This is an optimization exercise on Yosys and OpenROAD, whose aim is small area, not a production implementation.
For this run, only the layout was checked, not whether the RTL still works.
Power is estimated from default activity; no workload was simulated.

[flow/design.v]
`timescale 1ns / 1ps
module CCI_stage_top(
		input				clk,
		input				reset,
		input		[31:0]	dataIn,
		output	reg	[31:0]	outputVoltage,
		output	reg			outputValid
		);
	localparam DEPTH = 37;			 
	reg		[16:0]	u;
	reg				live;			 
	reg		[32*DEPTH-1:0]	sr;		 
	reg		[31:0]	hold0;			 
	reg				an;				 
	reg		[15:0]	ax;				 
	reg		[7:0]	y1;				 
	reg		[11:0]	z;				 
	reg		[11:0]	cr;				 
	reg		[11:0]	k1;				 
	wire	[31:0]	s0  = sr[0 +: 32];
	wire	[31:0]	s19 = sr[32*19 +: 32];
	wire	[31:0]	s36 = sr[32*36 +: 32];
	wire	[15:0]	d;
	cci_add #(16) add_d (.a(s0[31:16]), .b(~s0[15:0]), .ci(1'b1), .s(d));
	wire			edge0 = (u[3:0] == 4'd15);	 
	wire			lineM = (u[16:4] == 13'd0);	 
	wire			cell0 = (u[3:0] == 4'd2);	 
	wire	[18:0]	r1  = {ax, 3'd0};
	wire	[18:0]	r2  = {2'd0, ax, 1'd0};
	wire	[18:0]	r3  = {15'd0, an, 1'b0, an, 1'b0};
	wire	[18:0]	p10s = r1 ^ r2 ^ r3;
	wire	[18:0]	p10c = ((r1 & r2) | (r1 & r3) | (r2 & r3)) << 1;
	wire	[18:0]	p10;
	cci_add #(19) add_p10 (.a(p10s), .b(p10c), .ci(1'b0), .s(p10));
	wire	[7:0]	f10 = p10[18:11];
	wire	[7:0]	y1m = edge0 ? 8'd0 : y1;
	wire	[22:0]	q1  = {ax, 7'd0};
	wire	[22:0]	q2  = {6'd0, ax, 1'd0};
	wire	[22:0]	q3  = {7'd0, ax};
	wire	[22:0]	q4  = {15'd0, an, 5'd0, an, an};
	wire	[22:0]	q5  = {4'd0, y1m, 11'd0};
	wire	[22:0]	t1s = q1 ^ q2 ^ q3;
	wire	[22:0]	t1c = ((q1 & q2) | (q1 & q3) | (q2 & q3)) << 1;
	wire	[22:0]	t2s = t1s ^ t1c ^ q4;
	wire	[22:0]	t2c = ((t1s & t1c) | (t1s & q4) | (t1c & q4)) << 1;
	wire	[22:0]	t3s = t2s ^ t2c ^ q5;
	wire	[22:0]	t3c = ((t2s & t2c) | (t2s & q5) | (t2c & q5)) << 1;
	wire	[22:0]	pz;
	cci_add #(23) add_pz (.a(t3s), .b(t3c), .ci(1'b0), .s(pz));
	wire	[11:0]	crn;
	cci_add #(12) add_cr (.a(edge0 ? 12'd0 : {4'd0, f10}), .b(z), .ci(1'b0), .s(crn));
	wire	[11:0]	term = cell0 ? k1 : cr;
	wire	[15:0]	upd;
	cci_add #(16) add_upd (.a(s19[31:16]), .b({4'd0, term}), .ci(1'b0), .s(upd));
	wire	[16:0]	un;
	cci_add #(17) add_u (.a(u), .b(17'd0), .ci(1'b1), .s(un));
	always @(posedge clk) begin
		sr <= {sr[32*(DEPTH-1)-1 : 32*20], upd, s19[15:0], sr[32*19-1 : 0], dataIn};
		an <= d[15];
		ax <= d ^ {16{d[15]}};
		y1 <= f10;
		z  <= pz[22:11];
		cr <= lineM ? 12'd0 : crn;
		if (cell0) k1 <= cr;
		if (cell0) hold0 <= s36;
	end
	always @(posedge clk or posedge reset) begin
		if (reset) begin
			u             <= 17'h1FFF2;
			live          <= 1'b0;
			outputValid   <= 1'b0;
			outputVoltage <= 32'd0;
		end else begin
			u <= un;
			if (u[5] & ~u[4] & u[1]) live <= 1'b1;				 
			if (~u[5] & u[4] & u[1]) outputValid <= 1'b1;		 
			outputVoltage <= live ? (cell0 ? hold0 : s36) : 32'd0;
		end
	end
endmodule
module cci_add #(parameter W = 16) (
		input		[W-1:0]	a,
		input		[W-1:0]	b,
		input				ci,
		output		[W-1:0]	s
		);
	wire	[W-1:0]	p = a ^ b;
	wire	[W-1:0]	g = a & b;
	wire	[W:0]	c;
	assign c[0] = ci;
	genvar i;
	generate for (i = 0; i < W; i = i + 1) begin : g_c
		if (i % 4 == 0)
			assign c[i+1] = g[i] | (p[i] & c[i]);
		else if (i % 4 == 1)
			assign c[i+1] = g[i] | (p[i] & g[i-1]) | (p[i] & p[i-1] & c[i-1]);
		else if (i % 4 == 2)
			assign c[i+1] = g[i] | (p[i] & g[i-1]) | (p[i] & p[i-1] & g[i-2]) | (p[i] & p[i-1] & p[i-2] & c[i-2]);
		else
			assign c[i+1] = g[i] | (p[i] & g[i-1]) | (p[i] & p[i-1] & g[i-2]) | (p[i] & p[i-1] & p[i-2] & g[i-3])
			              | (p[i] & p[i-1] & p[i-2] & p[i-3] & c[i-3]);
	end endgenerate
	assign s = p ^ c[W-1:0];
endmodule
[flow/config.mk]
export PLATFORM = sky130hd
export DESIGN_NAME = CCI_stage_top
export DESIGN_NICKNAME = CCI_stage_top
export VERILOG_FILES = /design/flow/design.v
export SDC_FILE = /design/flow/constraint.sdc
export NUM_CORES = 4
export LEC_CHECK = 0
export CAP_MARGIN = 20
export CORE_MARGIN = 2
export CORE_UTILIZATION = 60
export PLACE_DENSITY = 0.75
export SLEW_MARGIN = 20
[flow/constraint.sdc]
create_clock -name core_clock -period 5.0 [get_ports {clk}]
set_input_delay 1.0000 -clock core_clock [delete_from_list [all_inputs] [get_ports {clk}]]
set_output_delay 1.0000 -clock core_clock [all_outputs]
set_load 0.01 [all_outputs]
[flow/flow/run.sh]
#!/bin/bash
# The standard layout (standard.sh), with two changes made through ORFS's own
# variables: the port buffers use the smallest buffer cell, and CTS balances
# the tree without dummy loads. Each tool's output goes to orfs/logs; make's
# own output goes to flow_make.log here.
set -euo pipefail
export BUFFER_PORTS_ARGS="-buffer_cell sky130_fd_sc_hd__buf_1"
export CTS_ARGS="-sink_clustering_enable -repair_clock_nets -dont_use_dummy_load -sink_clustering_size 20 -sink_clustering_max_diameter 50 -buf_list sky130_fd_sc_hd__clkbuf_8"
bash standard.sh > flow_make.log 2>&1
[flow/standard.sh]
#!/bin/bash
# synth_recipe.tcl (not shown) runs the flow's synth.tcl, then flattens the netlist and writes it again
# the make line also repeats each setting of config.mk as NAME=value (left out here)
make -C /OpenROAD-flow-scripts/flow DESIGN_CONFIG=/design/flow/config.mk WORK_HOME=/design/flow/orfs CLKGATE_MAP_FILE= SYNTH_SCRIPT=/design/flow/synth_recipe.tcl "${@:-finish}"
==> impl_metrics.yaml <==
status:
  status: "complete, no violations"
pwr:
  p_seq_share_pct: 59.2
  power_leakage_nw: 14.7
  p_sw_w: 0.00579
  internal-power_w: 0.0160
  max-vdd-ir-drop_v: 0.000368
  netSwitchingFraction_pct: 26.5
  clockPowerShare_pct: 19.3
  combinationalPowerShare_pct: 21.6
  p_per_area_nw_per_um2: 635
floorplanning:
  placementRows: 84
  initial_utilization_pct: 60.8
  die_w_um: 235
  die_h_um: 235
  ios: 67
  core_area_um2: 52800
  dieArea_um2: 55400
grt:
  grt_max_degree: 65
  overflow: 0
  grt_pass1_vias: 12700
  antenna_found_initial: 0
  grt_pass1_wl_um: 57200
  grt.total_usage_pct: 12.7
synth:
  synth_warnings: 1
  synth_enable_flop_cells: 44
  syn_avg_cell_area_um2: 16.3
  netlist_area_um2: 32100
  seq_area_frac_synth_pct: 85.0
  syn-num-nets: 2148
  synth-seq-cells: 1327
  netlist_instances: 1967
  synth_ff_type: "dfxtp_1"
  yosysUniqueCellTypes: 52
  async_reset_ff_share_pct: 3.84
worst_setup_path:
  startpoint_type: "register"
  path_cells: "fa_1 -> ha_1 -> nand4_1 -> o221ai_1 -> nand3_1 -> a31oi_2 -> o41a_1 -> a21oi_1 -> o21bai_1 -> fa_1 -> and2_1 -> ha_1 -> o21a_1 -> o21ai_0 -> a21oi_1 -> o21ai_1 -> nand2b_1 -> ha_1 -> nor2b_1"
  slowest_stage: "o41a_1"
  required_ns: 5.54
  critPathMaxStageDelay_ns: 0.50
  crit_type: "reg2reg"
  cp.arrival_ns: 5.17
  path_common_cell: "ha_1"
  crit_fanout: 5
  crit_path_end_kind: "register"
placement:
  dp_cells: 2711
  portBuffers: 66
  dp_hpwl_um: 22200
  gp_congestion: 0.814
final_layout:
  regArea_um2: 27300
  mostFrequentLayoutCell: "dfxtp_1"
  fin_cells: 2794
  nFillCells: 3653
  layout-drive-gt1-share_pct: 5.46
  mostFrequentLayoutCells: "dfxtp_1, nand2_1, ha_1"
  multi_input_area_um2: 4510
  syn2layout_area_growth_pct: 6.95
  nNetsFinal: 2289
  diodes: 0
routing:
  drt_iter0_drc: 441
  wl_per_cell_um: 12.2
  drc: 0
  routed-via-count: 12700
  drt_wl_total_um: 34200
  ant_nets: 0
  drt_pass1_iterations: 4
  viasPerCell: 4.54
sta:
  max_freq_mhz: 216
  fin_setup_tns_ns: 0
  hold_violations: 0
  skew_ns: 0.0746
  finalMaxSlewViolations: 0
  fin_crit_ns: 4.63
  rsz0062_at_grt: "no"
  fin_crit_sh_pct: 92.5
  slew_headroom_pct: 39.5
  worstMarginPinSlew_ns: 0.907
  setup_viol: 0
min_path:
  hp-class: "reg2reg"
clocking:
  numCtsBuffers: 82
  cts_tree: "built"
  cts.clk_slew.worst_paths_ns: 0.11
  clock-sinks: 1327
  cts_hold_buf: 0
  clockBufferDepth: 3
  root_buffer: "clkbuf_8"
  clock_insertion_delay_worst_skew_ns: 0.66
  h-tree-depth: 3
run:
  cap_violations: 0
## repair_timing
action / CTS / global route
resized for setup: 0 / 5
endpoints found under the setup margin: 0 / 3
setup buffers: 0 / 1
## final timing paths
check,start,endpoint,slack [ns],depth (start not counted)
setup / recovery,an$_DFF_P_,cr[8]$_SDFF_PN0_,0.37,19
setup reg to reg,an$_DFF_P_,cr[8]$_SDFF_PN0_,0.37,19
hold reg to reg,sr[463]$_DFF_P_,sr[495]$_DFF_P_,0.25,0
min in group asynchronous,reset,outputVoltage[16]$_DFF_PP0_,0.46,2
max in group asynchronous,reset,outputVoltage[17]$_DFF_PP0_,4.01,2
hold / removal,sr[463]$_DFF_P_,sr[495]$_DFF_P_,0.25,0
## stage by stage
stage	util (%)	instance area (um^2)	hold WS (ns)	worst slack [ns]	power [W]
finish	65.1	34300	0.246	0.373	0.0218
global route	65.1	34300	0.249	0.0124	0.0234
CTS	65.0	34300	0.243	0.128	0.0221
detailed placement	62.9	33200	0.312	0.133	0.0179
global placement	62.9	33200	0.310	0.284	0.0177
floorplan	-	32100	0.310	0.228	0.0166
## cell usage after synthesis (2+ instances only)
master	n	area share, %
a211o_1	4	0.11
a211oi_1	4	0.094
a21boi_0	32	0.75
a21o_1	9	0.21
a21oi_1	29	0.45
a221o_1	3	0.094
a31oi_1	4	0.078
and2_1	7	0.14
and3_1	8	0.16
and4_1	2	0.055
clkbuf_1	13	0.15
dfrtp_1	37	2.9
dfstp_2	14	1.1
dfxtp_1	1232	77
edfxtp_1	44	4.1
fa_1	29	1.8
ha_1	118	4.6
inv_1	70	0.82
nand2_1	125	1.5
nand2b_1	8	0.16
nand3_1	15	0.23
nand4_1	6	0.12
nor2_1	18	0.21
nor2b_1	8	0.16
nor3_1	10	0.16
nor4_1	3	0.058
o21a_1	5	0.12
o21ai_0	13	0.20
o21bai_1	6	0.14
o31ai_1	4	0.094
or3_1	4	0.078
xnor2_1	38	1.0
xor2_1	26	0.71
## cell type report
cell class | instances | share of cell area [%]
Sequential cell | 1327 | 79.5
Multi-Input combinational cell | 555 | 13.1
Clock buffer | 82 | 3.29
Tap cell | 688 | 2.51
Timing Repair Buffer | 71 | 0.831
Inverter | 71 | 0.780
## power groups by stage
stage | sequential (W) | clock (W) | combinational, W
floorplan | 0.0130 | 0 | 0.00363
global placement | 0.0131 | 0 | 0.00461
detailed placement | 0.0132 | 0 | 0.00475
CTS | 0.0129 | 0.00441 | 0.00479
global route | 0.0131 | 0.00478 | 0.00553
finish | 0.0129 | 0.00420 | 0.00471
## kinds of logic after synthesis
group | synth area share (%)
AO/OA/AOI/OAI | 2.63
XOR/XNOR | 1.75
adder cells (fa/ha/maj) | 6.41
buffers and inverters | 1.04
flip-flops | 85.0
multiplexers | 0.0312
AND/OR/NAND/NOR | 3.17
## registers in the layout (all words and copies together) (netlist names), 8 cells and up
register / cells
k1: 12
y1: 8
z: 12
sr: 1184
cr: 12
u: 17
hold0: 32
outputVoltage: 32
ax: 15
## layer usage
metal / global-route usage (%) / up-vias / wire (um)
met5: 0 / - / 0
met4: 5.67 / 0 / 1290
met3: 3.28 / 91 / 1360
met2: 22.3 / 211 / 16400
met1: 14.6 / 5873 / 15100
li1: - / 6517 / -
## critical path: cells and delay by family (launching register included)
kind | cells | cell delay (ns)
AOI/OAI and AO/OA | 9 | 1.73
adders and majority gates | 5 | 1.82
DFF | 1 | 0.39
and+or+nand+nor | 5 | 0.59

## port drivers added, routing unchanged
The results above use ideal ports. As a check the final layout listed here was re-extracted and re-timed, cells and wires unchanged. Step 1 assumes that a clkbuf_16 drives the clock port and a buf_2 every other input. Step 2 also shifts input and output timing later by t, the mid clock arrival at the registers, as if the neighbouring blocks saw the same clock. Slacks: ideal ports / drivers / drivers and shift; pairs: ideal ports / drivers.
t (ns): 0.679
setup WS [ns]: 0.373 / 0.373 / 0.373
worst data-port slew with drivers (ns): 0.03
pins driven straight from the clock port: 1
After both steps this run still meets setup and hold. For this run, drivers alone change the setup slack by 0.000 ns; drivers and shift together by 0.000 ns.
